Context: an optimization exercise on an open-source flow, tuned for small area and a short achievable clock period. The choices shown serve that exercise and are no tape-out recipe.
RTL that was checked went through simulation tests only; none was proved equivalent to the original.
The RTL of runs 1 to 4 was laid out without a check of its function.
No activity file was given, so power comes from the tool's default toggle rates.

**flow/flow/run.sh**
```bash
#!/bin/bash
# The standard layout (standard.sh, synthesis unchanged) with three changes
# to how the layout is made:
#  - the resizer may pick any size of a cell, not only cells of the same footprint
#  - ports are buffered with buf_2 instead of the delay buffer buffer_ports picks
#  - larger clock-sink clusters and no CTS dummy loads
# Each tool's output stays in orfs/logs/; make's output goes to standard.log.
set -e
bash standard.sh \
  MATCH_CELL_FOOTPRINT=0 \
  "BUFFER_PORTS_ARGS=-buffer_cell sky130_fd_sc_hd__buf_2" \
  "CTS_ARGS=-sink_clustering_enable -repair_clock_nets -sink_clustering_size 25 -sink_clustering_max_diameter 100 -dont_use_dummy_load" \
  finish > standard.log 2>&1
```
**flow/standard.sh**
```bash
#!/bin/bash
# synth_recipe.tcl (not shown) runs the flow's synth.tcl, then flattens the netlist and writes it again
# the make line also repeats each setting of config.mk as NAME=value (left out here)
make -C /OpenROAD-flow-scripts/flow DESIGN_CONFIG=/design/flow/config.mk WORK_HOME=/design/flow/orfs CLKGATE_MAP_FILE= SYNTH_SCRIPT=/design/flow/synth_recipe.tcl "${@:-finish}"
```
**flow/config.mk**
```make
export PLATFORM = sky130hd
export DESIGN_NAME = apb_top
export DESIGN_NICKNAME = apb_top
export VERILOG_FILES = /design/flow/design.v
export SDC_FILE = /design/flow/constraint.sdc
export NUM_CORES = 4
export LEC_CHECK = 0
export CAP_MARGIN = 20
export CORE_MARGIN = 2
export CORE_UTILIZATION = 40
export PLACE_DENSITY = 0.6
export SETUP_SLACK_MARGIN = 2.8
export SLEW_MARGIN = 20
export SYNTH_HIERARCHICAL = 1
```
**flow/constraint.sdc**
```tcl
create_clock -name core_clock -period 5.0 [get_ports {PCLK}]
set_input_delay 1.0000 -clock core_clock [delete_from_list [all_inputs] [get_ports {PCLK}]]
set_output_delay 1.0000 -clock core_clock [all_outputs]
set_load 0.01 [all_outputs]
```
**flow/design.v**
```verilog
module master_apb (
input PCLK,
input PRESETn,
input transfer,
output reg PENABLE
);
reg setup_q;
always @(posedge PCLK or negedge PRESETn)
begin
if(!PRESETn)
begin
setup_q<=1'b0;
PENABLE<=1'b0;
end
else
begin
setup_q<=transfer&~setup_q;
PENABLE<=setup_q;
end
end
endmodule
module RAM_slave #(parameter ADDRESS=8, parameter DATA=8, parameter LOCATION=64)(
input PCLK,PRESETn,
input PENABLE,
input PWRITE,
input [ADDRESS-1:0] waddr,
input [ADDRESS-1:0] raddr,
input [DATA-1:0] pwdata,
output reg [DATA-1:0] rdata
);
reg [DATA-1:0] memory [0:63];
reg wr_pend;
reg [5:0] wr_addr;
reg [DATA-1:0] wr_data_n;   
always @(posedge PCLK or negedge PRESETn)
begin
if(!PRESETn)
wr_pend<=1'b0;
else
wr_pend<=PENABLE & PWRITE & (waddr < LOCATION);
end
always @(posedge PCLK)
begin
wr_addr<=waddr[5:0];
wr_data_n<=~pwdata;
end
wire [7:0] w_row, w_bank;
onehot8 w_row_dec (.en(wr_pend), .a(wr_addr[2:0]), .y(w_row));
dec8 w_bank_dec (.a(wr_addr[5:3]), .y(w_bank));
wire rd = PENABLE & ~PWRITE;
wire [7:0] r_row [0:DATA/2-1];
wire [7:0] r_bank;
onehot8 r_bank_dec (.en(rd & (raddr < LOCATION)), .a(raddr[5:3]), .y(r_bank));
genvar g, b;
generate
for (b=0; b<DATA/2; b=b+1) begin : rdec
dec8 r_row_dec (.a(raddr[2:0]), .y(r_row[b]));
end
for (g=0; g<64; g=g+1) begin : loc
wire nwe = ~(w_bank[g/8] & w_row[g%8]);
wire [DATA-1:0] d;
for (b=0; b<DATA; b=b+1) begin : bc
ram_bit_next nxt (.nwe(nwe), .wd_n(wr_data_n[b]), .q(memory[g][b]), .d(d[b]));
end
always @(posedge PCLK or negedge PRESETn)
begin
if(!PRESETn)
memory[g]<='b0;
else
memory[g]<=d;
end
end
for (b=0; b<DATA; b=b+1) begin : rbit
wire [7:0] bank_data;
wire rnext;
for (g=0; g<8; g=g+1) begin : bank
sel8 s (.sel(r_row[b/2]), .d({memory[8*g+7][b], memory[8*g+6][b], memory[8*g+5][b], memory[8*g+4][b],
                         memory[8*g+3][b], memory[8*g+2][b], memory[8*g+1][b], memory[8*g][b]}),
        .y(bank_data[g]));
end
sel8_hold s (.sel(r_bank), .d(bank_data), .hold(~rd), .q(rdata[b]), .y(rnext));
always @(posedge PCLK or negedge PRESETn)
begin
if(!PRESETn)
rdata[b]<=1'b0;
else
rdata[b]<=rnext;
end
end
endgenerate
endmodule
module ram_bit_next (
input nwe,
input wd_n,
input q,
output d
);
assign d = ~((wd_n | nwe) & ~(q & nwe));
endmodule
module onehot8 (
input en,
input [2:0] a,
output [7:0] y
);
assign y = en ? (8'b1 << a) : 8'b0;
endmodule
module dec8 (
input [2:0] a,
output [7:0] y
);
assign y = 8'b1 << a;
endmodule
module sel8 (
input [7:0] sel,
input [7:0] d,
output y
);
assign y = |(sel & d);
endmodule
module sel8_hold (
input [7:0] sel,
input [7:0] d,
input hold,
input q,
output y
);
assign y = |(sel & d) | (hold & q);
endmodule
module apb_top #(parameter ADDRESS=8, parameter DATA =8, parameter LOCATION=64)(
input PCLK,PRESETn,transfer,READ_WRITE,
input [ADDRESS-1:0] apb_write_paddr,apb_read_paddr,
input [DATA-1:0] apb_write_data,
output [DATA-1:0] apb_read_data_out);
wire PENABLE;
master_apb master(
.PCLK(PCLK),
.PRESETn(PRESETn),
.transfer(transfer),
.PENABLE(PENABLE));
RAM_slave #(.ADDRESS(ADDRESS),.DATA(DATA), .LOCATION(LOCATION)) slave_dut (
.PCLK(PCLK),
.PRESETn(PRESETn),
.PENABLE(PENABLE),
.PWRITE(READ_WRITE),
.waddr(apb_write_paddr),
.raddr(apb_read_paddr),
.pwdata(apb_write_data),
.rdata(apb_read_data_out)
);
endmodule
```
==> impl_metrics.py, run 1 <==
metrics = {
    "timing": {
        "fmax_ghz": 0.400,
        "rsz0062_at_grt": "true",
        "clock_skew_ns": 0.0489,
        "setup_viol": 0,
        "worst_pin_slew_ns": 0.945,
        "slew_headroom_pct": 37.0,
        "tns_ns": 0,
        "period_share_pct": 50.0,
        "slew_viol_final": 0,
        "fin_crit_ns": 2.50,
        "hold_viol": 0,
    },
    "finish": {
        "final_area_um2": 24400,
        "nets": 2222,
        "final_util_pct": 46.2,
        "num_antenna_cells": 0,
        "drive_gt1_share_pct": 11.3,
        "syn_to_final_growth_pct": 13.6,
        "nFillCells": 4970,
        "final_cells": 2880,
    },
    "floorplanning": {
        "core_area_um2": 52800,
        "die_x_um": 236,
        "initial_core_util_pct": 40.7,
        "die-area_um2": 55500,
        "num_io_pins": 36,
        "die_y_um": 236,
        "placementRows": 84,
    },
    "yosys": {
        "synth_fp_nets": 2097,
        "syn_area_um2": 21500,
        "synth_flop_cell": "dfrtp_1",
        "syn_inst": 2069,
        "yosysWarnings": 10,
        "synthArstFlopShare_pct": 97.4,
        "ys_seq_elements": 537,
        "synth_area_leaders": "dfrtp_1 (61%), o21ai_1 (12%), nand2_1 (10%), a22oi_1 (9.2%), nand4_1 (1.9%)",
        "synth_cell_type_count": 24,
        "yosysMostFrequentCell": "nand2_1",
        "synth_top_area_share_pct": 61.0,
        "yosysSeqAreaShare_pct": 62.3,
        "avgSynthCellArea_um2": 10.4,
        "synth_edf_count": 0,
        "synth_common_cells": "nand2_1 (576), dfrtp_1 (523), o21ai_1 (512)",
        "yosys.area.top_type": "dfrtp_1",
    },
    "power_and_ir_drop": {
        "p_sw_share_pct": 25.0,
        "p_total_mw": 7.26,
        "pwr-share-clk_pct": 31.2,
        "powerDensity_nw_per_um2": 298,
        "p_seq_share_pct": 61.9,
        "power_frac_comb_pct": 6.9,
        "intPower_mw": 5.45,
        "peakVddDrop_v": 0.000265,
        "netSwitchingPower_mw": 1.81,
        "p_leak_nw": 10.5,
    },
    "global_route": {
        "grt_pass1_wl_um": 112000,
        "gr-usage-all-layers_pct": 27.1,
        "grt_pass1_vias": 16500,
        "grt_start_max_net_pins": 118,
        "overflow": 0,
        "antenna_found_initial": 2,
    },
    "outcome": {
        "status": "no timing/DRC/antenna violations",
    },
    "critical_path": {
        "critPathRequiredTime_ns": 5.42,
        "arrival_ns": 2.91,
        "critPathCaptureType": "register",
        "r2r_cells": 4,
        "critPathCapture": "slave_dut.memory[33][3]",
        "regToRegSetupSlack_ns": 2.50,
        "r2r_start": "slave_dut.wr_addr[5]",
        "startpoint": "slave_dut.wr_addr[5]",
        "critPathKind": "reg -> reg",
        "critPathMaxFanout": 16,
        "startpoint_type": "register",
        "reg2reg_to": "slave_dut.memory[33][3]",
    },
    "min_path": {
        "min-delay-path-class": "in -> async",
    },
    "detailed_routing": {
        "totalWireLength_um": 77100,
        "drt-initial-drc-count": 2290,
        "avgRoutedWirePerCell_um": 26.8,
        "drc": 0,
        "first_pass_iters": 6,
        "ant_nets": 0,
        "vias_per_cell": 6.16,
        "num_vias": 17700,
    },
    "placed_design": {
        "gp_congestion": 0.962,
        "dp.cells": 2809,
        "port-buffer-count": 35,
        "hpwl_um": 48900,
        "place_area_um2": 22900,
    },
    "clocking": {
        "clkSinkCount": 537,
        "cts_tree": "built",
        "cts_hold_buf": 0,
        "cts.clk_slew.worst_paths_ns": 0.10,
        "cts_root_buf": "clkbuf_16",
        "worstSkewPairLatency_ns": 0.60,
        "cts.htree.levels": 1,
        "cts_buffers": 25,
        "ctsLongestPathBuffers": 3,
    },
    "run": {
        "cap_viol_max_count": 0,
    },
}
[registers in the layout (all words and copies together) (netlist names)]
signal               flops
master.setup_q           1
slave_dut.wr_pend        1
slave_dut.wr_data_n      8
slave_dut.memory       512
slave_dut.rdata          8
slave_dut.wr_addr        6
master.PENABLE           1
[cell families after synthesis]
kind of cell           share of synthesized area, %
AO/OA/AOI/OAI                                  22.4
AND/OR/NAND/NOR                                14.8
flip-flops                                     62.3
buffers and inverters                         0.513
[layout by cell type (no fill, tap or decap), types with 4 or more instances in the layout]
cell / instances
nand2_1: 561
inv_1: 8
a22oi_2: 22
clkbuf_16: 30
buf_2: 29
nor3b_4: 11
and4b_2: 5
a221oi_2: 7
dfrtp_1: 519
and3b_2: 6
a222oi_1: 8
nand3_1: 8
o21ai_1: 512
nand4_1: 64
and3b_4: 11
a22o_1: 8
nand2_2: 15
buf_12: 7
dfrtp_2: 4
and4bb_2: 4
buf_6: 14
dfxtp_2: 8
nor3_4: 4
a22oi_1: 242
buf_4: 52
dfxtp_1: 6
[per-module statistics from Yosys (local to each module, per instance), a selection]
module	cells inside	times used	flip-flops and latches	cell area, µm²
onehot8	8	2	0	95.1
dec8	8	5	0	65.1
master_apb	3	1	2	63.8
sel8_hold	5	8	0	46.3
sel8	5	64	0	36.3
ram_bit_next	2	512	0	8.76
[worst min path at each step]
| stage | endpoint | slack, ns | depth (start not counted) |
|---|---|---|---|
| 2_1_floorplan | master.PENABLE | 0.41 | 0 |
| 3_3_place_gp | slave_dut.memory[35][7] | 0.47 | 2 |
| 3_5_place_dp | slave_dut.memory[5][7] | 0.48 | 2 |
| 4_1_cts | slave_dut.memory[49][5] | 0.34 | 1 |
| 5_1_grt | slave_dut.memory[49][5] | 0.37 | 1 |
| 6_report | slave_dut.memory[49][5] | 0.34 | 1 |
[power by group through the flow]
stage | combinational [mW] | sequential (mW) | clock (mW)
global placement | 0.419 | 4.57 | 0
CTS | 0.459 | 4.49 | 2.31
finish | 0.500 | 4.49 | 2.27
floorplan | 0.129 | 4.58 | 0
detailed placement | 0.432 | 4.57 | 0
global route | 0.539 | 4.50 | 2.46
[stage by stage]
step | hold slack (ns) | worst slack [ns]
floorplan | 0.409 | 2.83
global placement | 0.467 | 1.39
detailed placement | 0.476 | 1.56
CTS | 0.344 | 2.67
global route | 0.372 | 2.46
finish | 0.342 | 2.50
[worst max-delay path, cell delays in order, from the launching register on]
cell     delay (ns)
dfxtp_1        0.72
nor3b_2        0.70
nand2_1        0.59
nand2_1        0.19
o21ai_1        0.09
[layout make-up]
type,instances,area (µm²),area share (%)
multi-input cells,1510,8400,34.5
well taps,688,861,3.53
repair buffers,112,1070,4.39
clock buffers,25,626,2.57
flip-flops and latches,537,13400,54.9
inverters,8,30.0,0.123
[what timing repair did]
item                       in CTS  in global routing
setup endpoints to repair     236                315
gates resized for setup        61                 50
setup buffers                  19                 20
gates cloned                    1                  6
pin swaps                       8                 21
[routing by layer]
| metal | global-route usage [%] | vias up | wire length [µm] | share of wire [%] |
|---|---|---|---|---|
| li1 | - | 7956 | - | - |
| met2 | 38.5 | 951 | 32500 | 42 |
| met5 | 0 | - | 22 | 0.029 |
| met1 | 40.1 | 8655 | 33000 | 43 |
| met3 | 5.42 | 175 | 8040 | 10 |
| met4 | 11.4 | 4 | 3490 | 4.5 |
==> run 2: changes to the inputs <==
--- a/flow/design.v
+++ b/flow/design.v
@@ -58,9 +58,6 @@
 end
 for (g=0; g<64; g=g+1) begin : loc
-wire nwe = ~(w_bank[g/8] & w_row[g%8]);
 wire [DATA-1:0] d;
-for (b=0; b<DATA; b=b+1) begin : bc
-ram_bit_next nxt (.nwe(nwe), .wd_n(wr_data_n[b]), .q(memory[g][b]), .d(d[b]));
-end
+ram_row_next #(.DATA(DATA)) nxt (.bank(w_bank[g/8]), .row(w_row[g%8]), .wd_n(wr_data_n), .q(memory[g]), .d(d));
 always @(posedge PCLK or negedge PRESETn)
 begin
@@ -87,4 +84,18 @@
 rdata[b]<=rnext;
 end
+end
+endgenerate
+endmodule
+module ram_row_next #(parameter DATA=8)(
+input bank, row,
+input [DATA-1:0] wd_n,
+input [DATA-1:0] q,
+output [DATA-1:0] d
+);
+wire nwe = ~(bank & row);
+genvar b;
+generate
+for (b=0; b<DATA; b=b+1) begin : bc
+ram_bit_next nxt (.nwe(nwe), .wd_n(wd_n[b]), .q(q[b]), .d(d[b]));
 end
 endgenerate
--- a/flow/config.mk
+++ b/flow/config.mk
@@ -10,5 +10,5 @@
 export CORE_UTILIZATION = 40
 export PLACE_DENSITY = 0.6
-export SETUP_SLACK_MARGIN = 2.8
+export SETUP_SLACK_MARGIN = 3.0
 export SLEW_MARGIN = 20
 export SYNTH_HIERARCHICAL = 1
==> impl_metrics.py, run 2 <==
metrics = {
    "yosys": {
        "yosysWarnings": 10,
        "syn_area_um2": 21400,
        "synthArstFlopShare_pct": 97.4,
        "yosysMostFrequentCell": "nand2_1",
        "synth_top_area_share_pct": 61.2,
        "yosysSeqAreaShare_pct": 62.5,
        "yosys.area.top_type": "dfrtp_1",
        "ys_seq_elements": 537,
        "synth_flop_cell": "dfrtp_1",
        "avgSynthCellArea_um2": 10.4,
        "synth_cell_type_count": 23,
        "synth_common_cells": "nand2_1 (576), dfrtp_1 (523), o21ai_1 (512)",
        "synth_edf_count": 0,
        "synth_area_leaders": "dfrtp_1 (61%), o21ai_1 (12%), nand2_1 (10%), a22oi_1 (9.3%), nand4_1 (1.9%)",
        "synth_fp_nets": 2081,
        "syn_inst": 2053,
    },
    "global_route": {
        "antenna_found_initial": 4,
        "gr-usage-all-layers_pct": 27.5,
        "grt_start_max_net_pins": 119,
        "grt_pass1_wl_um": 115000,
        "overflow": 0,
        "grt_pass1_vias": 17400,
    },
    "critical_path": {
        "critPathCapture": "slave_dut.rdata[1]",
        "r2r_start": "slave_dut.wr_pend",
        "arrival_ns": 2.75,
        "regToRegSetupSlack_ns": 3.01,
        "startpoint_type": "input pin",
        "r2r_cells": 4,
        "path_cells": "clkbuf_16 > nor3b_2 > buf_6 > a22oi_2 > nand4_1 > a221oi_2 > nand3_1",
        "startpoint": "apb_read_paddr[2]",
        "reg2reg_to": "slave_dut.memory[9][1]",
        "critPathKind": "in -> reg",
        "max_stage_delay_ns": 0.53,
        "critPathRequiredTime_ns": 5.46,
        "crit_slowest_cell": "nand4_1",
        "critPathMaxFanout": 7,
        "critPathCaptureType": "register",
    },
    "floorplanning": {
        "die-area_um2": 55300,
        "num_io_pins": 36,
        "initial_core_util_pct": 40.6,
        "core_area_um2": 52700,
        "placementRows": 84,
        "die_y_um": 235,
        "die_x_um": 235,
    },
    "clocking": {
        "cts.htree.levels": 1,
        "clkSinkCount": 537,
        "cts_root_buf": "clkbuf_16",
        "ctsLongestPathBuffers": 3,
        "cts.clk_slew.worst_paths_ns": 0.10,
        "cts_buffers": 25,
        "cts_hold_buf": 0,
        "cts_tree": "built",
        "worstSkewPairLatency_ns": 0.59,
    },
    "placed_design": {
        "gp_congestion": 0.914,
        "post-place-ws_ns": 1.40,
        "hpwl_um": 47800,
        "port-buffer-count": 35,
    },
    "detailed_routing": {
        "totalWireLength_um": 77100,
        "first_pass_iters": 6,
        "num_vias": 17900,
        "vias_per_cell": 6.09,
        "ant_nets": 0,
        "drc": 0,
        "drt-initial-drc-count": 1924,
        "avgRoutedWirePerCell_um": 26.2,
    },
    "timing": {
        "setup_viol": 0,
        "postLayoutSetupSlackWorst_ns": 2.71,
        "worst_pin_slew_ns": 0.905,
        "rsz0062_at_grt": "true",
        "slew_headroom_pct": 39.7,
        "hold_viol": 0,
        "period_share_pct": 45.8,
        "fin_crit_ns": 2.29,
        "clock_skew_ns": 0.0387,
        "tns_ns": 0,
        "fmax_ghz": 0.437,
        "slew_viol_final": 0,
    },
    "finish": {
        "largest_registers": "slave_dut.memory x512, slave_dut.rdata x8, slave_dut.wr_data_n x8",
        "final_cell_mix": "dfrtp_1 (516), nand2_1 (512), o21ai_1 (512)",
        "nets": 2277,
        "largest_register": "slave_dut.memory",
        "syn_to_final_growth_pct": 18.8,
        "drive_gt1_share_pct": 18.0,
        "final_common_cell": "dfrtp_1",
        "largest_reg_flops": 512,
    },
    "power_and_ir_drop": {
        "powerDensity_nw_per_um2": 287,
        "p_leak_nw": 10.9,
        "peakVddDrop_v": 0.000244,
    },
    "min_path": {
        "min-delay-path-class": "in -> async",
    },
    "outcome": {
        "status": "no timing/DRC/antenna violations",
    },
    "run": {
        "cap_viol_max_count": 0,
    },
}
==> run 2: timing repair <==
item | in CTS | in global routing
resized for setup | 152 | 73
endpoints found under the setup margin | 368 | 405
setup buffers | 87 | 10
pin swaps | 51 | 49
endpoints found under the hold margin | 0 | 0
cloned | 9 | 2
==> run 2: cell families after synthesis <==
kind of cell | count (synthesis) | synth area share, %
AND/OR/NAND/NOR | 708 | 14.8
AO/OA/AOI/OAI | 800 | 22.5
buffers and inverters | 8 | 0.140
flip-flops | 537 | 62.5
==> run 2: how the worst min path moves through the flow <==
stage                              end  cells past startpoint      startpoint  slack, ns
2_1_floorplan           master.PENABLE                      0  master.setup_q       0.41
3_3_place_gp            master.PENABLE                      0  master.setup_q       0.42
3_5_place_dp            master.PENABLE                      0  master.setup_q       0.42
4_1_cts        slave_dut.memory[58][2]                      1         PRESETn       0.37
5_1_grt        slave_dut.memory[58][2]                      1         PRESETn       0.38
6_report       slave_dut.memory[58][2]                      1         PRESETn       0.35
==> run 2: area by class of cell <==
class | instances | area [µm²]
diodes | 3 | 7.51
multi-input cells | 1511 | 8790
flip-flops and latches | 537 | 13400
repair buffers | 166 | 1690
clock buffers | 25 | 626
inverters | 8 | 30.0
well taps | 688 | 861
fillers | 4772 | 27300
==> run 2: through the flow <==
step                cells  total power, mW  util [%]  cell area (µm²)  hold WS [ns]
detailed placement   2802             4.99      43.3            22800         0.423
finish               2938             7.29      48.2            25400         0.351
CTS                  2923             7.30      47.4            25000         0.371
global placement     2802             4.98      43.3            22800         0.419
global route         2936             7.53      48.2            25400         0.378
floorplan            2053             4.71         -            21500         0.409
==> run 2: layer usage <==
layer	wire [µm]	vias up	GRT usage, %
met5	8	-	0
met4	3670	2	11.4
met3	8590	191	9.02
met2	32900	839	40.0
met1	31900	8825	37.8
li1	-	8043	-
==> run 2: modules after synthesis (local to each module, per instance), excerpt <==
| module | flip-flops and latches | times used |
|---|---|---|
| dec8 | 0 | 5 |
| master_apb | 2 | 1 |
| onehot8 | 0 | 2 |
| ram_bit_next | 0 | 512 |
| sel8 | 0 | 64 |
| sel8_hold | 0 | 8 |
==> run 2: worst max-delay path: cells and delay by family <==
kind	cells	cell delay, ns
and+or+nand+nor	3	0.82
AOI/OAI and AO/OA	2	0.61
buffers and inverters	2	0.30
==> run 2: where the power goes <==
group | leakage, nW | total [mW] | switching, mW | internal (mW)
clock network | 0.308 | 2.25 | 1.35 | 0.897
registers | 7.38 | 4.49 | 0.0661 | 4.42
logic | 3.18 | 0.550 | 0.383 | 0.167
total | 10.9 | 7.29 | 1.80 | 5.49
==> run 3: changes to the inputs <==
--- a/flow/config.mk
+++ b/flow/config.mk
@@ -10,5 +10,5 @@
 export CORE_UTILIZATION = 40
 export PLACE_DENSITY = 0.6
-export SETUP_SLACK_MARGIN = 3.0
+export SETUP_SLACK_MARGIN = 2.8
 export SLEW_MARGIN = 20
 export SYNTH_HIERARCHICAL = 1
==> impl_metrics.py, run 3 <==
metrics = {
    "outcome": {
        "status": "no timing/DRC/antenna violations",
    },
    "global_route": {
        "grt_pass1_wl_um": 108000,
        "gr-usage-all-layers_pct": 25.6,
        "antenna_found_initial": 1,
        "grt_start_max_net_pins": 129,
        "overflow": 0,
        "grt_pass1_vias": 16600,
    },
    "timing": {
        "period_share_pct": 46.0,
        "fin_crit_ns": 2.30,
        "slew_headroom_pct": 39.1,
        "postLayoutSetupSlackWorst_ns": 2.70,
        "fmax_ghz": 0.435,
        "hold_slack_ns": 0.328,
        "slew_viol_final": 0,
        "rsz0062_at_grt": "true",
        "hold_viol": 0,
        "tns_ns": 0,
        "setup_viol": 0,
        "worst_pin_slew_ns": 0.913,
        "clock_skew_ns": 0.0299,
    },
    "floorplanning": {
        "die_x_um": 235,
        "core_area_um2": 52700,
        "die_y_um": 235,
        "placementRows": 84,
        "initial_core_util_pct": 40.6,
        "num_io_pins": 36,
        "die-area_um2": 55300,
    },
    "yosys": {
        "avgSynthCellArea_um2": 10.4,
        "yosysSeqAreaShare_pct": 62.5,
        "ys_seq_elements": 537,
        "yosysWarnings": 10,
        "yosys.area.top_type": "dfrtp_1",
        "synth_fp_nets": 2081,
        "synthArstFlopShare_pct": 97.4,
        "synth_cell_type_count": 23,
        "synth_mux_area_share_pct": 0,
        "syn_area_um2": 21400,
        "synth_top_area_share_pct": 61.2,
        "synth_top_family_by_area": "compound AO/OA/AOI/OAI gates",
        "synth_common_cells": "nand2_1 (576), dfrtp_1 (523), o21ai_1 (512)",
        "synth_area_leaders": "dfrtp_1 (61%), o21ai_1 (12%), nand2_1 (10%), a22oi_1 (9.3%), nand4_1 (1.9%)",
        "synth_edf_count": 0,
        "synth-compound-area-share_pct": 22.5,
        "syn_inst": 2053,
        "synthSimpleGateAreaFrac_pct": 14.8,
        "yosysMostFrequentCell": "nand2_1",
        "synthAdderAreaFrac_pct": 0,
        "synth-xor-area-share_pct": 0,
        "synth_flop_cell": "dfrtp_1",
    },
    "clocking": {
        "ctsLongestPathBuffers": 3,
        "clkSinkCount": 537,
        "worstSkewPairLatency_ns": 0.60,
        "cts_buffers": 25,
        "cts.clk_slew.worst_paths_ns": 0.10,
        "cts_tree": "built",
        "cts.htree.levels": 1,
        "cts_root_buf": "clkbuf_16",
    },
    "min_path": {
        "min-delay-path-class": "in -> async",
    },
    "detailed_routing": {
        "drt-initial-drc-count": 1945,
        "ant_nets": 0,
        "avgRoutedWirePerCell_um": 25.0,
        "totalWireLength_um": 71700,
        "num_vias": 17300,
        "drc": 0,
        "vias_per_cell": 6.04,
        "first_pass_iters": 6,
    },
    "placed_design": {
        "post-place-ws_ns": 1.66,
        "hpwl_um": 45500,
        "gp_congestion": 0.858,
        "place_area_um2": 22800,
        "port-buffer-count": 35,
    },
    "critical_path": {
        "critPathCaptureType": "register",
        "critPathMaxFanout": 16,
        "arrival_ns": 2.73,
        "regToRegSetupSlack_ns": 2.70,
        "critPathKind": "reg -> reg",
        "r2r_start": "slave_dut.wr_addr[5]",
        "r2r_cells": 4,
        "reg2reg_to": "slave_dut.memory[36][6]",
        "critPathRequiredTime_ns": 5.43,
        "startpoint_type": "register",
    },
    "finish": {
        "drive_gt1_share_pct": 11.0,
        "final_common_cell": "nand2_1",
        "largest_register": "slave_dut.memory",
        "nets": 2211,
        "largest_registers": "slave_dut.memory x512, slave_dut.rdata x8, slave_dut.wr_data_n x8",
        "largest_reg_flops": 512,
        "seqCellArea_um2": 13400,
        "multiInputGateArea_um2": 8400,
        "final_area_um2": 24400,
        "nFillCells": 4918,
        "syn_to_final_growth_pct": 14.3,
        "num_antenna_cells": 0,
        "final_cell_mix": "nand2_1 (560), dfrtp_1 (519), o21ai_1 (512)",
    },
    "run": {
        "cap_viol_max_count": 0,
    },
    "power_and_ir_drop": {
        "peakVddDrop_v": 0.000220,
        "p_leak_nw": 10.4,
        "powerDensity_nw_per_um2": 295,
        "p_total_mw": 7.21,
    },
}
run 3: cell counts after synthesis:
No cell type changed its count.
run 3: per-layer routing:
metal | share of wire [%] | vias to the layer above | GRT usage (%)
met1 | 44 | 8633 | 37.2
met2 | 44 | 677 | 38.4
met4 | 3.6 | 0 | 9.01
met3 | 8.5 | 122 | 4.80
li1 | - | 7901 | -
met5 | 0 | - | 0
run 3: power by group:
part / switching, mW / leakage (nW) / internal, mW
clock: 1.35 / 0.308 / 0.897
sequential: 0.0604 / 7.39 / 4.42
combinational: 0.352 / 2.74 / 0.130
run 3: Yosys stat by module (local to each module, per instance), excerpt:
module,cells inside,flip-flops and latches,copies in the design
master_apb,3,2,1
dec8,8,0,5
sel8_hold,5,0,8
sel8,5,0,64
onehot8,8,0,2
ram_bit_next,2,0,512
run 3: final cells by class:
type	count	share of cell area, %
Sequential cell	537	54.8
Multi-Input combinational cell	1508	34.4
Timing Repair Buffer	103	4.67
Tap cell	688	3.52
Clock buffer	25	2.56
Inverter	8	0.123
run 3: how the worst max path moves through the flow:
| stage | start | endpoint | depth (start not counted) |
|---|---|---|---|
| final | slave_dut.wr_addr[5] | slave_dut.memory[36][6] | 4 |
| after global placement | apb_read_paddr[1] | slave_dut.rdata[6] | 7 |
| after global routing | slave_dut.wr_addr[2] | slave_dut.memory[36][3] | 4 |
| after floorplan | apb_read_paddr[1] | slave_dut.rdata[0] | 6 |
| after CTS | slave_dut.wr_addr[4] | slave_dut.memory[4][0] | 4 |
| after detailed placement | apb_read_paddr[2] | slave_dut.rdata[3] | 7 |
run 3: repair_timing:
action / CTS / global route
hold buffers: 0 / 0
pin swaps: 4 / 14
setup endpoints to repair: 236 / 185
buffers inserted: 9 / 20
resized for setup: 68 / 43
gates cloned: 0 / 5
run 3: through the flow:
step	std cells	utilization (%)
final	2869	46.4
after global routing	2869	46.4
after CTS	2843	45.3
after detailed placement	2809	43.3
after global placement	2808	43.3
after floorplan	2053	-
run 3: critical path, cell delays in order, from the launching register on:
cell     delay, ns
dfxtp_1       0.69
nor3b_2       0.56
nand2_1       0.58
nand2_1       0.22
o21ai_1       0.09
run 3: kinds of logic after synthesis:
group	count (synthesis)
flip-flops	537
buffers and inverters	8
AO/OA/AOI/OAI	800
AND/OR/NAND/NOR	708
==> run 4: changes to the inputs <==
--- a/flow/config.mk
+++ b/flow/config.mk
@@ -13,2 +13,3 @@
 export SLEW_MARGIN = 20
 export SYNTH_HIERARCHICAL = 1
+export TNS_END_PERCENT = 10
==> impl_metrics.py, run 4 <==
metrics = {
    "outcome": {
        "status": "no timing/DRC/antenna violations",
    },
    "yosys": {
        "synth_common_cells": "nand2_1 (576), dfrtp_1 (523), o21ai_1 (512)",
        "yosysSeqAreaShare_pct": 62.5,
        "synth_area_leaders": "dfrtp_1 (61%), o21ai_1 (12%), nand2_1 (10%), a22oi_1 (9.3%), nand4_1 (1.9%)",
        "synth_top_area_share_pct": 61.2,
        "syn_area_um2": 21400,
        "synth-xor-area-share_pct": 0,
        "yosys.area.top_type": "dfrtp_1",
        "synth_top_family_by_area": "compound AO/OA/AOI/OAI gates",
        "synthSimpleGateAreaFrac_pct": 14.8,
        "avgSynthCellArea_um2": 10.4,
        "synth_mux_area_share_pct": 0,
        "synth_flop_cell": "dfrtp_1",
        "yosysWarnings": 10,
        "synth_cell_type_count": 23,
        "yosysMostFrequentCell": "nand2_1",
        "synth_fp_nets": 2081,
        "synth_edf_count": 0,
        "ys_seq_elements": 537,
        "syn_inst": 2053,
        "synthAdderAreaFrac_pct": 0,
        "synthArstFlopShare_pct": 97.4,
        "synth-compound-area-share_pct": 22.5,
    },
    "finish": {
        "final_common_cell": "nand2_1",
        "nets": 2186,
        "final_util_pct": 45.4,
        "largest_register": "slave_dut.memory",
        "nFillCells": 4984,
        "largest_reg_flops": 512,
        "syn_to_final_growth_pct": 11.7,
        "final_cell_mix": "nand2_1 (571), dfrtp_1 (523), o21ai_1 (512)",
        "drive_gt1_share_pct": 8.72,
        "num_antenna_cells": 0,
        "final_area_um2": 23900,
        "largest_registers": "slave_dut.memory x512, slave_dut.rdata x8, slave_dut.wr_data_n x8",
    },
    "timing": {
        "clock_skew_ns": 0.0261,
        "hold_viol": 0,
        "tns_ns": 0,
        "rsz0062_at_grt": "true",
        "fin_crit_ns": 2.35,
        "setup_viol": 0,
        "period_share_pct": 47.0,
        "slew_headroom_pct": 39.5,
        "worst_pin_slew_ns": 0.907,
        "fmax_ghz": 0.426,
        "slew_viol_final": 0,
    },
    "placed_design": {
        "hpwl_um": 45500,
        "gp_congestion": 0.858,
        "port-buffer-count": 35,
        "place_area_um2": 22800,
    },
    "critical_path": {
        "r2r_start": "slave_dut.wr_addr[2]",
        "cpMostUsedCell": "nand2_1",
        "arrival_ns": 2.77,
        "critPathMaxFanout": 16,
        "crit_slowest_cell": "nand2_1",
        "regToRegSetupSlack_ns": 2.65,
        "cp_top_family": "simple AND/OR/NAND/NOR gates",
        "reg2reg_to": "slave_dut.memory[4][0]",
        "critPathRequiredTime_ns": 5.42,
        "critPathCaptureType": "register",
        "critPathKind": "reg -> reg",
        "crit_buf_inv": 0,
        "r2r_cells": 4,
        "max_stage_delay_ns": 0.68,
        "path_cells": "and4bb_1 > nand2_1 > nand2_1 > o21ai_1",
        "startpoint_type": "register",
    },
    "floorplanning": {
        "core_area_um2": 52700,
        "placementRows": 84,
        "die_x_um": 235,
        "die-area_um2": 55300,
        "die_y_um": 235,
        "initial_core_util_pct": 40.6,
        "num_io_pins": 36,
    },
    "global_route": {
        "gr-usage-all-layers_pct": 25.6,
        "overflow": 0,
        "grt_pass1_vias": 16600,
        "grt_start_max_net_pins": 129,
        "grt_pass1_wl_um": 108000,
        "antenna_found_initial": 1,
    },
    "clocking": {
        "cts_root_buf": "clkbuf_16",
        "cts_buffers": 25,
        "clkSinkCount": 537,
        "cts.clk_slew.worst_paths_ns": 0.10,
        "cts_tree": "built",
        "worstSkewPairLatency_ns": 0.59,
        "cts.htree.levels": 1,
        "ctsLongestPathBuffers": 3,
    },
    "detailed_routing": {
        "drt-initial-drc-count": 1988,
        "totalWireLength_um": 71100,
        "drc": 0,
        "vias_per_cell": 6.08,
        "num_vias": 17300,
        "avgRoutedWirePerCell_um": 25.0,
        "ant_nets": 0,
        "first_pass_iters": 9,
    },
    "power_and_ir_drop": {
        "p_leak_nw": 10.2,
        "powerDensity_nw_per_um2": 301,
        "peakVddDrop_v": 0.000221,
    },
    "run": {
        "cap_viol_max_count": 0,
    },
    "min_path": {
        "min-delay-path-class": "in -> async",
    },
}
==> run 4: cell counts after synthesis <==
No cell type changed its count.
==> run 4: repair_timing <==
action | CTS | global route
hold buffers | 0 | 0
resized for setup | 57 | 7
endpoints found under the setup margin | 236 | 218
buffers inserted | 9 | 0
hold endpoints to repair | 0 | 0
pin swaps | 4 | 2
==> run 4: kinds of logic after synthesis <==
logic type             Yosys count
and+or+nand+nor                708
DFF                            537
AOI/OAI and AO/OA              800
buffers and inverters            8
==> run 4: stage by stage <==
stage | setup WS (ns) | total power, mW | hold WS [ns] | instances
2_1_floorplan | 2.83 | 4.71 | 0.409 | 2053
3_3_place_gp | 1.51 | 4.97 | 0.417 | 2808
3_5_place_dp | 1.66 | 4.99 | 0.426 | 2809
4_1_cts | 2.59 | 7.23 | 0.448 | 2843
5_1_grt | 2.64 | 7.45 | 0.329 | 2844
6_report | 2.65 | 7.18 | 0.324 | 2844
==> run 4: cell type report <==
cell class / count / area (µm²) / share of cell area (%)
Timing Repair Buffer: 78 / 698 / 2.92
Multi-Input combinational cell: 1508 / 8290 / 34.7
Tap cell: 688 / 861 / 3.60
Inverter: 8 / 30.0 / 0.126
Sequential cell: 537 / 13400 / 56.0
Clock buffer: 25 / 626 / 2.62
==> run 4: power by group <==
part	internal, mW	switching, mW	total, mW
registers	4.42	0.0597	4.48
logic	0.104	0.345	0.449
clock network	0.897	1.35	2.25
==> run 4: worst max path at each step <==
stage | startpoint | to | slack [ns] | depth (start not counted)
after floorplan | apb_read_paddr[1] | slave_dut.rdata[0] | 2.83 | 6
after global placement | apb_read_paddr[1] | slave_dut.rdata[6] | 1.51 | 7
after detailed placement | apb_read_paddr[2] | slave_dut.rdata[3] | 1.66 | 7
after CTS | slave_dut.wr_addr[4] | slave_dut.memory[19][5] | 2.59 | 4
after global routing | apb_read_paddr[1] | slave_dut.rdata[3] | 2.64 | 8
final | slave_dut.wr_addr[2] | slave_dut.memory[4][0] | 2.65 | 4
==> run 4: per-module statistics from Yosys (local to each module, per instance), excerpt <==
module	cell area [µm²]	copies in the design
onehot8	95.1	2
sel8_hold	46.3	8
master_apb	63.8	1
sel8	36.3	64
ram_bit_next	8.76	512
dec8	65.1	5
==> run 4: per-layer routing <==
layer	track usage [%]	vias up	share of wire [%]
met3	4.78	142	8.5
met1	37.2	8572	44
met4	9.11	0	4.0
li1	-	7845	-
met2	38.3	727	44
met5	0	-	0
==> run 5: changes to the inputs <==
--- a/flow/design.v
+++ b/flow/design.v
@@ -30,22 +30,21 @@
 );
 reg [DATA-1:0] memory [0:63];
-reg wr_pend;
-reg [5:0] wr_addr;
+reg [7:0] w_row, w_bank;    
 reg [DATA-1:0] wr_data_n;   
+wire [7:0] w_row_d, w_bank_d;
+onehot8 w_row_dec (.en(PENABLE & PWRITE & (waddr < LOCATION)), .a(waddr[2:0]), .y(w_row_d));
+dec8 w_bank_dec (.a(waddr[5:3]), .y(w_bank_d));
 always @(posedge PCLK or negedge PRESETn)
 begin
 if(!PRESETn)
-wr_pend<=1'b0;
+w_row<=8'b0;
 else
-wr_pend<=PENABLE & PWRITE & (waddr < LOCATION);
+w_row<=w_row_d;
 end
 always @(posedge PCLK)
 begin
-wr_addr<=waddr[5:0];
+w_bank<=w_bank_d;
 wr_data_n<=~pwdata;
 end
-wire [7:0] w_row, w_bank;
-onehot8 w_row_dec (.en(wr_pend), .a(wr_addr[2:0]), .y(w_row));
-dec8 w_bank_dec (.a(wr_addr[5:3]), .y(w_bank));
 wire rd = PENABLE & ~PWRITE;
 wire [7:0] r_row [0:DATA/2-1];
--- a/flow/config.mk
+++ b/flow/config.mk
@@ -13,3 +13,2 @@
 export SLEW_MARGIN = 20
 export SYNTH_HIERARCHICAL = 1
-export TNS_END_PERCENT = 10
==> impl_metrics.py, run 5 <==
metrics = {
    "outcome": {
        "status": "no timing/DRC/antenna violations",
    },
    "timing": {
        "fin_crit_ns": 2.25,
        "period_share_pct": 45.0,
        "rsz0062_at_grt": "true",
        "slew_viol_final": 0,
        "setup_viol": 0,
        "hold_viol": 0,
        "slew_headroom_pct": 37.2,
        "clock_skew_ns": 0.0235,
        "worst_pin_slew_ns": 0.939,
        "tns_ns": 0,
        "hold_slack_ns": 0.400,
        "fmax_ghz": 0.444,
    },
    "floorplanning": {
        "placementRows": 85,
        "die_x_um": 236,
        "num_io_pins": 36,
        "core_area_um2": 53600,
        "die-area_um2": 55900,
        "die_y_um": 236,
        "initial_core_util_pct": 40.3,
    },
    "critical_path": {
        "critPathKind": "in -> reg",
        "critPathCaptureType": "register",
        "startpoint_type": "input pin",
        "arrival_ns": 2.69,
        "critPathRequiredTime_ns": 5.44,
        "critPathMaxFanout": 33,
    },
    "detailed_routing": {
        "avgRoutedWirePerCell_um": 24.9,
        "vias_per_cell": 6.04,
        "first_pass_iters": 8,
        "ant_nets": 0,
        "totalWireLength_um": 71100,
        "num_vias": 17200,
        "drc": 0,
        "drt-initial-drc-count": 1974,
    },
    "clocking": {
        "cts_root_buf": "clkbuf_16",
        "clkSinkCount": 546,
        "cts.htree.levels": 1,
        "ctsLongestPathBuffers": 3,
        "cts_buffers": 25,
        "cts_tree": "built",
        "cts.clk_slew.worst_paths_ns": 0.10,
        "worstSkewPairLatency_ns": 0.59,
    },
    "yosys": {
        "synth_fp_nets": 2090,
        "synth_top_area_share_pct": 61.4,
        "synth_flop_cell": "dfrtp_1",
        "yosysMostFrequentCell": "nand2_1",
        "avgSynthCellArea_um2": 10.5,
        "ys_seq_elements": 546,
        "synth_edf_count": 0,
        "yosys.area.top_type": "dfrtp_1",
        "synth_common_cells": "nand2_1 (576), dfrtp_1 (530), o21ai_1 (512)",
        "yosysSeqAreaShare_pct": 62.9,
        "yosysWarnings": 10,
        "synth_cell_type_count": 23,
        "synthArstFlopShare_pct": 97.1,
        "syn_area_um2": 21600,
        "synth_area_leaders": "dfrtp_1 (61%), o21ai_1 (12%), nand2_1 (10%), a22oi_1 (9.2%), nand4_1 (1.9%)",
        "syn_inst": 2062,
    },
    "finish": {
        "largest_reg_flops": 512,
        "syn_to_final_growth_pct": 11.0,
        "nFillCells": 5122,
        "nets": 2190,
        "final_cells": 2857,
        "drive_gt1_share_pct": 8.19,
        "final_cell_mix": "nand2_1 (576), dfrtp_1 (525), o21ai_1 (512)",
        "final_common_cell": "nand2_1",
        "largest_register": "slave_dut.memory",
    },
    "global_route": {
        "grt_pass1_wl_um": 108000,
        "grt-busiest-layer": "met2",
        "grtUsageMet1_pct": 37.2,
        "grtUsageMet3_pct": 6.33,
        "grt_pass1_vias": 16500,
        "antenna_found_initial": 1,
        "grt_start_max_net_pins": 145,
        "overflow": 0,
        "gr-usage-all-layers_pct": 25.6,
        "use_met2_pct": 38.3,
    },
    "placed_design": {
        "hpwl_um": 47400,
        "port-buffer-count": 35,
        "gp_congestion": 0.899,
        "dp.cells": 2823,
    },
    "run": {
        "cap_viol_max_count": 0,
    },
    "min_path": {
        "min-delay-path-class": "in -> async",
    },
    "power_and_ir_drop": {
        "p_leak_nw": 10.3,
        "powerDensity_nw_per_um2": 303,
        "peakVddDrop_v": 0.000251,
    },
}
[run 5: cell types whose count changed after synthesis]
cell     previous run  this run
dfrtp_1           523       530
dfxtp_1            14        16
[run 5: logic make-up (layout without fill, tap and decap cells)]
family | Yosys count | count (layout) | share of synthesized area [%]
other | 0 | 1 | 0
flip-flops | 546 | 546 | 62.9
AO/OA/AOI/OAI | 800 | 800 | 22.3
AND/OR/NAND/NOR | 708 | 709 | 14.7
buffers and inverters | 8 | 105 | 0.139
[run 5: final timing paths]
| check | from | endpoint | slack, ns | cells after the start |
|---|---|---|---|---|
| max | apb_read_paddr[0] | slave_dut.rdata[1] | 2.75 | 6 |
| min | PRESETn | slave_dut.memory[54][0] | 0.40 | 1 |
| max reg2reg | master.PENABLE | slave_dut.rdata[1] | 3.04 | 4 |
| min reg2reg | master.setup_q | master.PENABLE | 0.46 | 0 |
| max in group asynchronous | PRESETn | slave_dut.memory[35][3] | 3.36 | 2 |
| min in group core_clock | master.setup_q | master.PENABLE | 0.46 | 0 |
[run 5: through the flow]
stage / utilization (%) / setup WS [ns] / power, mW / instance area, µm²
after detailed placement: 42.9 / 1.70 / 5.04 / 23000
final: 44.7 / 2.75 / 7.25 / 24000
after CTS: 44.5 / 2.77 / 7.30 / 23900
after floorplan: - / 2.83 / 4.78 / 21700
after global routing: 44.7 / 2.75 / 7.51 / 24000
after global placement: 42.9 / 1.72 / 5.03 / 23000
[run 5: timing repair]
item	4_1_cts	5_1_grt
hold buffers	0	0
buffers inserted	7	0
gates cloned	1	0
resized for setup	43	19
pin swaps	3	5
endpoints found under the setup margin	13	15
[run 5: report_power, final]
group / internal [mW] / leakage [nW] / total, mW / switching (mW)
clock: 0.898 / 0.308 / 2.27 / 1.38
combinational: 0.0961 / 2.45 / 0.418 / 0.322
sequential: 4.50 / 7.50 / 4.56 / 0.0604
total: 5.49 / 10.3 / 7.25 / 1.76
[run 5: Yosys stat by module (local to each module, per instance), excerpt]
module	times used	flops+latches
sel8_hold	8	0
dec8	5	0
ram_bit_next	512	0
master_apb	1	2
onehot8	2	0
sel8	64	0
[run 5: critical path, stage by stage]
cell and delay (ns):
buf_12 0.18, and3b_1 0.35, a22oi_1 0.48, nand4_1 0.20, a221oi_2 0.33, nand3_1 0.14
[run 5: per-layer routing]
metal  part of all wire (%)  vias to the layer above
li1                       -                     7878
met1                     44                     8511
met2                     44                      746
met3                    9.2                      113
met4                    2.9                        0
met5                      0                        -
[run 5: area by class of cell]
class / count / area (µm²) / area share [%]
antenna: 1 / 2.50 / 0.0104
inverter: 8 / 30.0 / 0.125
clock buffer: 25 / 626 / 2.61
tap: 696 / 871 / 3.63
sequential: 546 / 13600 / 56.8
multi-input combinational: 1509 / 8230 / 34.3
timing repair buffer: 72 / 604 / 2.52
==> run 6: changes to the inputs <==
--- a/flow/config.mk
+++ b/flow/config.mk
@@ -11,4 +11,5 @@
 export PLACE_DENSITY = 0.6
 export SETUP_SLACK_MARGIN = 2.8
-export SLEW_MARGIN = 20
+export SLEW_MARGIN = 75
 export SYNTH_HIERARCHICAL = 1
+export TNS_END_PERCENT = 10
==> impl_metrics.py, run 6 <==
metrics = {
    "yosys": {
        "synth_top_area_share_pct": 61.4,
        "synth-compound-area-share_pct": 22.3,
        "synth_area_leaders": "dfrtp_1 (61%), o21ai_1 (12%), nand2_1 (10%), a22oi_1 (9.2%), nand4_1 (1.9%)",
        "synthAdderAreaFrac_pct": 0,
        "ys_seq_elements": 546,
        "avgSynthCellArea_um2": 10.5,
        "syn_inst": 2062,
        "yosysMostFrequentCell": "nand2_1",
        "synth_edf_count": 0,
        "synth_cell_type_count": 23,
        "synth_fp_nets": 2090,
        "syn_area_um2": 21600,
        "synth_mux_area_share_pct": 0,
        "synth_top_family_by_area": "compound AO/OA/AOI/OAI gates",
        "yosysSeqAreaShare_pct": 62.9,
        "synth_flop_cell": "dfrtp_1",
        "yosysWarnings": 10,
        "synthArstFlopShare_pct": 97.1,
        "synthSimpleGateAreaFrac_pct": 14.7,
        "yosys.area.top_type": "dfrtp_1",
        "synth-xor-area-share_pct": 0,
        "synth_common_cells": "nand2_1 (576), dfrtp_1 (530), o21ai_1 (512)",
    },
    "finish": {
        "num_antenna_cells": 0,
        "final_cells": 2895,
        "largest_reg_flops": 512,
        "drive_gt1_share_pct": 13.2,
        "nets": 2229,
        "nFillCells": 4955,
        "largest_register": "slave_dut.memory",
        "final_common_cell": "dfrtp_1",
        "syn_to_final_growth_pct": 16.7,
        "multiInputGateArea_um2": 8710,
        "seqCellArea_um2": 13700,
        "final_cell_mix": "dfrtp_1 (518), nand2_1 (512), o21ai_1 (512)",
    },
    "detailed_routing": {
        "drt-initial-drc-count": 1967,
        "wl_met2_um": 31600,
        "first_pass_iters": 6,
        "wl_met3_um": 6920,
        "top_layer_used": "met5",
        "vias_per_cell": 6.00,
        "drc": 0,
        "num_vias": 17400,
        "totalWireLength_um": 72100,
        "avgRoutedWirePerCell_um": 24.9,
        "ant_nets": 0,
        "drt-met1-wl_um": 31300,
    },
    "outcome": {
        "status": "no timing/DRC/antenna violations",
    },
    "critical_path": {
        "crit_slowest_cell": "dfrtp_2",
        "r2r_start": "master.PENABLE",
        "critPathMaxFanout": 2,
        "crit_buf_inv": 1,
        "arrival_ns": 1.24,
        "critPathRequiredTime_ns": 4.00,
        "max_stage_delay_ns": 0.49,
        "startpoint_type": "register",
        "critPathCaptureType": "primary output",
        "startpoint": "slave_dut.rdata[7]",
        "cp_top_family": "flip-flops",
        "path_cells": "buf_6",
        "critPathKind": "reg -> out",
    },
    "global_route": {
        "grt_start_max_net_pins": 47,
        "antenna_found_initial": 2,
        "gr-usage-all-layers_pct": 26.0,
        "grt_pass1_wl_um": 109000,
        "overflow": 0,
        "grt_pass1_vias": 16700,
    },
    "power_and_ir_drop": {
        "intPower_mw": 5.57,
        "netSwitchingPower_mw": 1.79,
        "pwr-share-clk_pct": 31.4,
        "p_seq_share_pct": 62.1,
        "peakVddDrop_v": 0.000251,
        "power_frac_comb_pct": 6.6,
        "p_total_mw": 7.36,
        "p_leak_nw": 11.5,
        "powerDensity_nw_per_um2": 292,
        "p_sw_share_pct": 24.3,
    },
    "clocking": {
        "cts.htree.levels": 1,
        "cts_tree": "built",
        "ctsLongestPathBuffers": 3,
        "cts_hold_buf": 0,
        "cts.clk_slew.worst_paths_ns": 0.10,
        "cts_buffers": 26,
        "cts_root_buf": "clkbuf_16",
        "clkSinkCount": 546,
        "worstSkewPairLatency_ns": 0.60,
    },
    "timing": {
        "hold_viol": 0,
        "slew_headroom_pct": 73.3,
        "clock_skew_ns": 0.0328,
        "tns_ns": 0,
        "worst_pin_slew_ns": 0.401,
        "fmax_ghz": 0.446,
        "slew_viol_final": 0,
        "rsz0062_at_grt": "true",
        "setup_viol": 0,
        "period_share_pct": 44.9,
        "fin_crit_ns": 2.24,
    },
    "floorplanning": {
        "die_x_um": 236,
        "core_area_um2": 53600,
        "die-area_um2": 55900,
        "die_y_um": 236,
        "num_io_pins": 36,
        "initial_core_util_pct": 40.3,
        "placementRows": 85,
    },
    "min_path": {
        "min-delay-path-class": "in -> async",
    },
    "placed_design": {
        "hpwl_um": 50100,
        "port-buffer-count": 35,
        "dp.cells": 2860,
        "gp_congestion": 0.899,
    },
    "run": {
        "cap_viol_max_count": 0,
    },
}
==> run 6: changes by cell type in the layout (fill, tap and decap cells not counted), sizes merged <==
cell / before / now
dlymetal6s2s: 0 / 3
and3b: 16 / 15
diode: 1 / 0
buf: 72 / 95
clkbuf: 25 / 39
==> run 6: worst paths after layout <==
check	cells after the start	slack [ns]	end
min reg2reg	0	0.45	master.PENABLE
min	1	0.23	slave_dut.memory[50][0]
max reg2reg	8	3.01	slave_dut.rdata[1]
max	1	2.76	apb_read_data_out[7]
max in group asynchronous	6	3.27	slave_dut.memory[13][4]
min in group core_clock	0	0.45	master.PENABLE
==> run 6: what timing repair did <==
action	in CTS	in global routing
resized for setup	7	18
setup endpoints to repair	12	15
gates cloned	0	0
setup buffers	0	2
pin swaps	0	3
==> run 6: Yosys stat by module, one instance, submodules excluded, a selection <==
module,cells inside,cell area [µm²],copies in the design,flops+latches
onehot8,8,95.1,2,0
dec8,8,65.1,5,0
master_apb,3,63.8,1,2
sel8_hold,5,46.3,8,0
sel8,5,36.3,64,0
ram_bit_next,2,8.76,512,0
==> run 6: area by class of cell <==
class,count,area share (%)
tap,696,3.46
sequential,546,54.2
multi-input combinational,1508,34.6
timing repair buffer,111,5.06
inverter,8,0.119
clock buffer,26,2.58
==> run 6: kinds of logic after synthesis <==
group           count (synthesis)
simple gates                  708
compound gates                800
flops                         546
buf+inv                         8
==> run 6: per-layer routing <==
metal	track usage (%)	vias to the layer above
li1	-	7972
met1	37.1	8554
met3	7.41	108
met2	38.6	748
met4	7.58	2
met5	0	-
==> run 6: power groups by stage <==
stage          logic (mW)  clock network, mW  registers [mW]
2_1_floorplan       0.123                  0            4.66
3_3_place_gp        0.391                  0            4.64
3_5_place_dp        0.475                  0            4.65
4_1_cts             0.476               2.36            4.56
5_1_grt             0.529               2.53            4.58
6_report            0.482               2.31            4.57
==> run 6: metrics by stage <==
step | instance area [µm²] | utilization [%] | setup WS (ns) | hold slack (ns)
after floorplan | 21700 | - | 2.83 | 0.409
after global placement | 23000 | 42.9 | 1.72 | 0.416
after detailed placement | 24300 | 45.3 | 2.06 | 0.437
after CTS | 25000 | 46.6 | 2.75 | 0.214
after global routing | 25200 | 47.0 | 2.75 | 0.213
final | 25200 | 47.0 | 2.76 | 0.228
==> run 7: changes to the inputs <==
--- a/flow/config.mk
+++ b/flow/config.mk
@@ -10,6 +10,6 @@
 export CORE_UTILIZATION = 40
 export PLACE_DENSITY = 0.6
-export SETUP_SLACK_MARGIN = 2.8
-export SLEW_MARGIN = 75
+export SETUP_SLACK_MARGIN = 3.0
+export SLEW_MARGIN = 20
 export SYNTH_HIERARCHICAL = 1
 export TNS_END_PERCENT = 10
==> impl_metrics.py, run 7 <==
metrics = {
    "outcome": {
        "status": "no timing/DRC/antenna violations",
    },
    "finish": {
        "drive_gt1_share_pct": 10.5,
        "largest_register": "slave_dut.memory",
        "nets": 2227,
        "syn_to_final_growth_pct": 13.6,
        "num_antenna_cells": 0,
        "nFillCells": 5091,
        "final_common_cell": "nand2_1",
        "final_cell_mix": "nand2_1 (576), dfrtp_1 (525), o21ai_1 (512)",
        "largest_reg_flops": 512,
        "final_cells": 2893,
    },
    "floorplanning": {
        "core_area_um2": 53600,
        "die-area_um2": 55900,
        "initial_core_util_pct": 40.3,
        "die_y_um": 236,
        "placementRows": 85,
        "num_io_pins": 36,
        "die_x_um": 236,
    },
    "timing": {
        "tns_ns": 0,
        "clock_skew_ns": 0.0365,
        "worst_pin_slew_ns": 0.921,
        "period_share_pct": 45.4,
        "rsz0062_at_grt": "true",
        "fin_crit_ns": 2.27,
        "slew_viol_final": 0,
        "setup_viol": 0,
        "hold_viol": 0,
        "slew_headroom_pct": 38.6,
        "fmax_ghz": 0.440,
    },
    "min_path": {
        "min_from": "master.setup_q",
        "min-delay-path-class": "reg -> reg",
    },
    "power_and_ir_drop": {
        "peakVddDrop_v": 0.000238,
        "p_sw_share_pct": 24.8,
        "netSwitchingPower_mw": 1.83,
        "intPower_mw": 5.55,
        "p_seq_share_pct": 61.7,
        "pwr-share-clk_pct": 31.6,
        "powerDensity_nw_per_um2": 301,
        "p_leak_nw": 10.6,
        "power_frac_comb_pct": 6.7,
    },
    "yosys": {
        "yosysWarnings": 10,
        "synth_fp_nets": 2090,
        "yosysSeqAreaShare_pct": 62.9,
        "yosysMostFrequentCell": "nand2_1",
        "synth_edf_count": 0,
        "avgSynthCellArea_um2": 10.5,
        "synth_common_cells": "nand2_1 (576), dfrtp_1 (530), o21ai_1 (512)",
        "synth_cell_type_count": 23,
        "ys_seq_elements": 546,
        "synthArstFlopShare_pct": 97.1,
        "syn_area_um2": 21600,
        "syn_inst": 2062,
        "yosys.area.top_type": "dfrtp_1",
        "synth_area_leaders": "dfrtp_1 (61%), o21ai_1 (12%), nand2_1 (10%), a22oi_1 (9.2%), nand4_1 (1.9%)",
        "synth_flop_cell": "dfrtp_1",
        "synth_top_area_share_pct": 61.4,
    },
    "critical_path": {
        "r2r_start": "slave_dut.w_row[4]",
        "critPathMaxFanout": 17,
        "startpoint": "apb_read_paddr[2]",
        "arrival_ns": 2.73,
        "startpoint_type": "input pin",
        "critPathKind": "in -> reg",
        "critPathCaptureType": "register",
        "critPathRequiredTime_ns": 5.46,
    },
    "detailed_routing": {
        "totalWireLength_um": 76900,
        "avgRoutedWirePerCell_um": 26.6,
        "drt-initial-drc-count": 2308,
        "ant_nets": 0,
        "drc": 0,
        "first_pass_iters": 7,
        "num_vias": 17800,
        "vias_per_cell": 6.15,
    },
    "global_route": {
        "grt_pass1_wl_um": 112000,
        "grt_start_max_net_pins": 113,
        "overflow": 0,
        "gr-usage-all-layers_pct": 26.9,
        "grt_pass1_vias": 16700,
        "antenna_found_initial": 2,
    },
    "clocking": {
        "cts_tree": "built",
        "cts_buffers": 26,
        "clkSinkCount": 546,
        "worstSkewPairLatency_ns": 0.60,
        "cts.clk_slew.worst_paths_ns": 0.10,
        "ctsLongestPathBuffers": 3,
        "cts_root_buf": "clkbuf_16",
        "cts_hold_buf": 0,
        "cts.htree.levels": 1,
    },
    "placed_design": {
        "hpwl_um": 48800,
        "dp.cells": 2820,
        "gp_congestion": 0.929,
        "port-buffer-count": 35,
    },
    "run": {
        "cap_viol_max_count": 0,
    },
}
run 7: cell count changes in the layout (fill, tap and decap cells not counted), moves of 8 or more:
cell and change:
buf_12 -10, dfxtp_1 +8, dfrtp_4 -8, nand2_1 +64, a22oi_1 -19, a22oi_2 +19
buf_8 -8, clkbuf_2 -10, nand2_4 -62, dfxtp_4 -8, buf_4 +33
run 7: logic make-up (layout without fill, tap and decap cells):
kind of cell / after synthesis / in the layout / synth area share (%)
compound gates: 800 / 800 / 22.3
simple gates: 708 / 711 / 14.7
flops: 546 / 546 / 62.9
buf+inv: 8 / 140 / 0.139
run 7: path summary, 6_finish.rpt:
check                                          end  slack [ns]  depth (start not counted)
setup / recovery                slave_dut.rdata[1]        2.73                          8
hold / removal                      master.PENABLE        0.45                          0
setup reg to reg           slave_dut.memory[20][6]        2.93                          3
hold reg to reg                     master.PENABLE        0.45                          0
max in group asynchronous  slave_dut.memory[30][6]        3.31                          2
min in group asynchronous  slave_dut.memory[61][0]        0.46                          1
run 7: metal layers:
layer / vias to the layer above / routed length (µm) / global-route usage [%]
met4: 4 / 3310 / 10.5
met5: - / 23 / 0
met1: 8774 / 33100 / 38.8
met2: 895 / 33400 / 40.2
met3: 168 / 7030 / 5.11
li1: 7964 / - / -
run 7: critical path, cell delays in order:
cell      delay [ns]
buf_16          0.15
nor3b_4         0.21
buf_6           0.18
buf_12          0.13
a22oi_1         0.17
nand4_1         0.32
a222oi_1        0.43
nand3_1         0.13
run 7: final cells by class:
cell class / count / area [µm²] / area share (%)
Clock buffer: 26 / 651 / 2.65
Inverter: 8 / 30.0 / 0.122
Multi-Input combinational cell: 1511 / 8360 / 34.1
Sequential cell: 546 / 13600 / 55.4
Tap cell: 696 / 871 / 3.55
Timing Repair Buffer: 106 / 1020 / 4.16
run 7: modules after synthesis (local to each module, per instance), excerpt:
module | cells | flops+latches | cell area, µm² | copies in the design
sel8_hold | 5 | 0 | 46.3 | 8
ram_bit_next | 2 | 0 | 8.76 | 512
sel8 | 5 | 0 | 36.3 | 64
onehot8 | 8 | 0 | 95.1 | 2
dec8 | 8 | 0 | 65.1 | 5
master_apb | 3 | 2 | 63.8 | 1
run 7: per-stage QoR:
step	power [mW]	worst slack [ns]	cell area [µm²]	hold WS (ns)	utilization, %
detailed placement	5.07	1.47	23100	0.419	43.0
global route	7.62	2.76	24500	0.463	45.8
CTS	7.39	2.77	24000	0.446	44.8
floorplan	4.78	2.85	21700	0.409	-
global placement	5.06	1.37	23000	0.422	43.0
finish	7.39	2.73	24500	0.446	45.8
run 7: timing repair:
item / CTS / global route
cloned: 0 / 6
resized for setup: 32 / 49
setup endpoints to repair: 16 / 37
pin swaps: 2 / 21
hold endpoints to repair: 0 / 0
buffers inserted: 18 / 23
run 7: power groups by stage:
stage	Sequential (mW)	Combinational, mW	Clock [mW]
detailed placement	4.64	0.431	0
global route	4.57	0.533	2.52
floorplan	4.66	0.125	0
global placement	4.64	0.419	0
finish	4.56	0.495	2.33
CTS	4.56	0.457	2.37
==> run 8: changes to the inputs <==
--- a/flow/config.mk
+++ b/flow/config.mk
@@ -10,5 +10,5 @@
 export CORE_UTILIZATION = 40
 export PLACE_DENSITY = 0.6
-export SETUP_SLACK_MARGIN = 3.0
+export SETUP_SLACK_MARGIN = 2.6
 export SLEW_MARGIN = 20
 export SYNTH_HIERARCHICAL = 1
==> impl_metrics.py, run 8 <==
metrics = {
    "outcome": {
        "status": "no timing/DRC/antenna violations",
    },
    "clocking": {
        "ctsLongestPathBuffers": 3,
        "cts_tree": "built",
        "cts.htree.levels": 1,
        "cts_root_buf": "clkbuf_16",
        "worstSkewPairLatency_ns": 0.62,
        "cts_buffers": 26,
        "cts.clk_slew.worst_paths_ns": 0.10,
        "clkSinkCount": 546,
    },
    "detailed_routing": {
        "drt-initial-drc-count": 2301,
        "vias_per_cell": 6.19,
        "avgRoutedWirePerCell_um": 26.7,
        "drc": 0,
        "totalWireLength_um": 76200,
        "num_vias": 17700,
        "ant_nets": 0,
        "first_pass_iters": 6,
    },
    "yosys": {
        "yosysSeqAreaShare_pct": 62.9,
        "synth_flop_cell": "dfrtp_1",
        "synth_top_area_share_pct": 61.4,
        "syn_inst": 2062,
        "syn_area_um2": 21600,
        "synth_area_leaders": "dfrtp_1 (61%), o21ai_1 (12%), nand2_1 (10%), a22oi_1 (9.2%), nand4_1 (1.9%)",
        "yosysWarnings": 10,
        "synth_common_cells": "nand2_1 (576), dfrtp_1 (530), o21ai_1 (512)",
        "yosysMostFrequentCell": "nand2_1",
        "yosys.area.top_type": "dfrtp_1",
        "avgSynthCellArea_um2": 10.5,
        "synth_cell_type_count": 23,
        "synth_fp_nets": 2090,
        "synthArstFlopShare_pct": 97.1,
        "synth_edf_count": 0,
        "ys_seq_elements": 546,
    },
    "power_and_ir_drop": {
        "p_leak_nw": 10.3,
        "power_frac_comb_pct": 6.1,
        "intPower_mw": 5.52,
        "pwr-share-clk_pct": 31.7,
        "p_seq_share_pct": 62.2,
        "netSwitchingPower_mw": 1.82,
        "peakVddDrop_v": 0.000269,
        "p_sw_share_pct": 24.8,
        "p_total_mw": 7.34,
        "powerDensity_nw_per_um2": 307,
    },
    "placed_design": {
        "post-place-ws_ns": 1.34,
        "gp_congestion": 0.995,
        "hpwl_um": 49900,
        "port-buffer-count": 35,
    },
    "finish": {
        "final_common_cell": "nand2_1",
        "syn_to_final_growth_pct": 10.8,
        "final_cell_mix": "nand2_1 (576), dfrtp_1 (530), o21ai_1 (512)",
        "largest_register": "slave_dut.memory",
        "final_util_pct": 44.6,
        "drive_gt1_share_pct": 7.68,
        "nets": 2192,
        "num_antenna_cells": 0,
        "largest_reg_flops": 512,
    },
    "floorplanning": {
        "die-area_um2": 55900,
        "die_x_um": 236,
        "initial_core_util_pct": 40.3,
        "num_io_pins": 36,
        "core_area_um2": 53600,
        "die_y_um": 236,
        "placementRows": 85,
    },
    "global_route": {
        "grt_pass1_wl_um": 113000,
        "gr-usage-all-layers_pct": 27.2,
        "grt_pass1_vias": 16600,
        "antenna_found_initial": 0,
        "overflow": 0,
        "grt_start_max_net_pins": 131,
    },
    "critical_path": {
        "startpoint_type": "input pin",
        "arrival_ns": 2.95,
        "reg2reg_to": "slave_dut.rdata[2]",
        "r2r_cells": 4,
        "critPathRequiredTime_ns": 5.46,
        "critPathKind": "in -> reg",
        "regToRegSetupSlack_ns": 2.75,
        "r2r_start": "master.PENABLE",
        "startpoint": "apb_read_paddr[2]",
        "critPathCapture": "slave_dut.rdata[1]",
        "critPathMaxFanout": 32,
        "critPathCaptureType": "register",
    },
    "timing": {
        "clock_skew_ns": 0.0294,
        "slew_headroom_pct": 37.4,
        "rsz0062_at_grt": "true",
        "setup_viol": 0,
        "slew_viol_final": 0,
        "fmax_ghz": 0.402,
        "hold_viol": 0,
        "period_share_pct": 49.7,
        "worst_pin_slew_ns": 0.939,
        "fin_crit_ns": 2.49,
        "tns_ns": 0,
        "postLayoutSetupSlackWorst_ns": 2.51,
    },
    "min_path": {
        "min-delay-path-class": "in -> async",
    },
    "run": {
        "cap_viol_max_count": 0,
    },
}
-- run 8: changes by cell type in the layout (fill, tap and decap cells not counted), moves of 5 or more --
cell,previous run,this run
buf_6,6,0
buf_4,50,32
dfrtp_2,5,0
dfrtp_1,525,530
a22oi_2,24,2
buf_12,12,5
and3b_4,13,8
a22oi_1,240,262
-- run 8: kinds of logic (layout without fill, tap and decap cells) --
logic type             Yosys count  in the layout  share of synthesized area [%]
DFF                            546            546                           62.9
and+or+nand+nor                708            708                           14.7
buffers and inverters            8            108                          0.139
AOI/OAI and AO/OA              800            800                           22.3
-- run 8: final cells by class --
| cell class | instances | area (µm²) |
|---|---|---|
| clock buffers | 26 | 651 |
| fillers | 5142 | 29700 |
| inverters | 8 | 30.0 |
| multi-input cells | 1508 | 8190 |
| flip-flops and latches | 546 | 13600 |
| well taps | 696 | 871 |
| repair buffers | 74 | 586 |
-- run 8: through the flow --
stage	std cells	cell area, µm²	hold slack [ns]
final	2858	23900	0.332
after global routing	2858	23900	0.365
after CTS	2853	23800	0.367
after detailed placement	2825	23100	0.426
after global placement	2823	23000	0.421
after floorplan	2062	21700	0.409
-- run 8: power groups by stage --
stage               logic [mW]  clock network [mW]  registers, mW
finish                   0.450                2.33           4.57
global route             0.488                2.54           4.57
CTS                      0.439                2.37           4.56
detailed placement       0.430                   0           4.65
global placement         0.412                   0           4.65
floorplan                0.122                   0           4.66
-- run 8: worst max-delay path, cell delays in order --
cell	delay, ns
buf_8	0.23
and3b_4	0.39
a22oi_1	0.42
nand4_1	0.20
a222oi_1	0.53
nand3_1	0.15
-- run 8: worst min-delay path by stage --
| stage | startpoint | to | depth (start not counted) |
|---|---|---|---|
| floorplan | master.setup_q | master.PENABLE | 0 |
| global placement | master.setup_q | master.PENABLE | 0 |
| detailed placement | master.setup_q | master.PENABLE | 0 |
| CTS | PRESETn | slave_dut.memory[26][1] | 1 |
| global route | PRESETn | slave_dut.memory[7][6] | 1 |
| finish | PRESETn | slave_dut.memory[7][6] | 1 |
-- run 8: per-module statistics from Yosys (local to each module, per instance), a selection --
module        cells inside  times used
sel8                     5          64
onehot8                  8           2
ram_bit_next             2         512
sel8_hold                5           8
master_apb               3           1
dec8                     8           5
-- run 8: repair_timing --
item                       in CTS  in global routing
resized for setup              26                  8
hold buffers                    0                  0
setup endpoints to repair       8                  8
pin swaps                       1                  3
setup buffers                   2                  5
-- run 8: routing by layer --
| metal | wire length [µm] | global-route usage (%) | up-vias |
|---|---|---|---|
| li1 | - | - | 7896 |
| met1 | 32500 | 38.4 | 8693 |
| met2 | 31800 | 38.9 | 942 |
| met3 | 9040 | 9.91 | 154 |
| met4 | 2790 | 8.44 | 2 |
| met5 | 77 | 1.04 | - |

## static timing again, ports no longer ideal
The flow's constraints put no driver on any port. The routed layouts listed below were extracted and timed again, unchanged, in two steps. Step 1 (the two cells are an assumption about what drives the block):
set clk [get_ports {PCLK}]
set_driving_cell -lib_cell sky130_fd_sc_hd__clkbuf_16 $clk
set_driving_cell -lib_cell sky130_fd_sc_hd__buf_2 [delete_from_list [all_inputs] $clk]
Step 2 moves the port delays by t, midway between the first and last clock arrival at a register: inputs arrive t later, outputs are due t later. That takes back most of the time a late clock gives input paths. Three values: no drivers, after step 1, after step 2; two values: the first two.
| run | t, ns | setup slack, ns | worst setup path at the end | worst slew at a driven data input, ns |
|---|---|---|---|---|
| run 1 | 0.633 | 2.501 / 2.501 / 1.925 | input to register | 0.20 |
| run 2 | 0.629 | 2.710 / 2.532 / 1.903 | input to register | 0.27 |
| run 3 | 0.636 | 2.699 / 2.691 / 2.055 | input to register | 0.22 |
| run 4 | 0.633 | 2.652 / 2.652 / 2.057 | input to register | 0.07 |
| run 5 | 0.639 | 2.750 / 2.709 / 2.089 | input to register | 0.08 |
| run 6 | 0.643 | 2.757 / 2.698 / 2.136 | input to register | 0.07 |
| run 7 | 0.639 | 2.728 / 2.636 / 1.996 | input to register | 0.20 |
| run 8 | 0.657 | 2.514 / 2.515 / 1.858 | input to register | 0.06 |
After both steps every run listed still meets setup and hold. For run 2, which loses most, drivers alone change the setup slack by -0.178 ns; drivers and shift together by -0.807 ns.
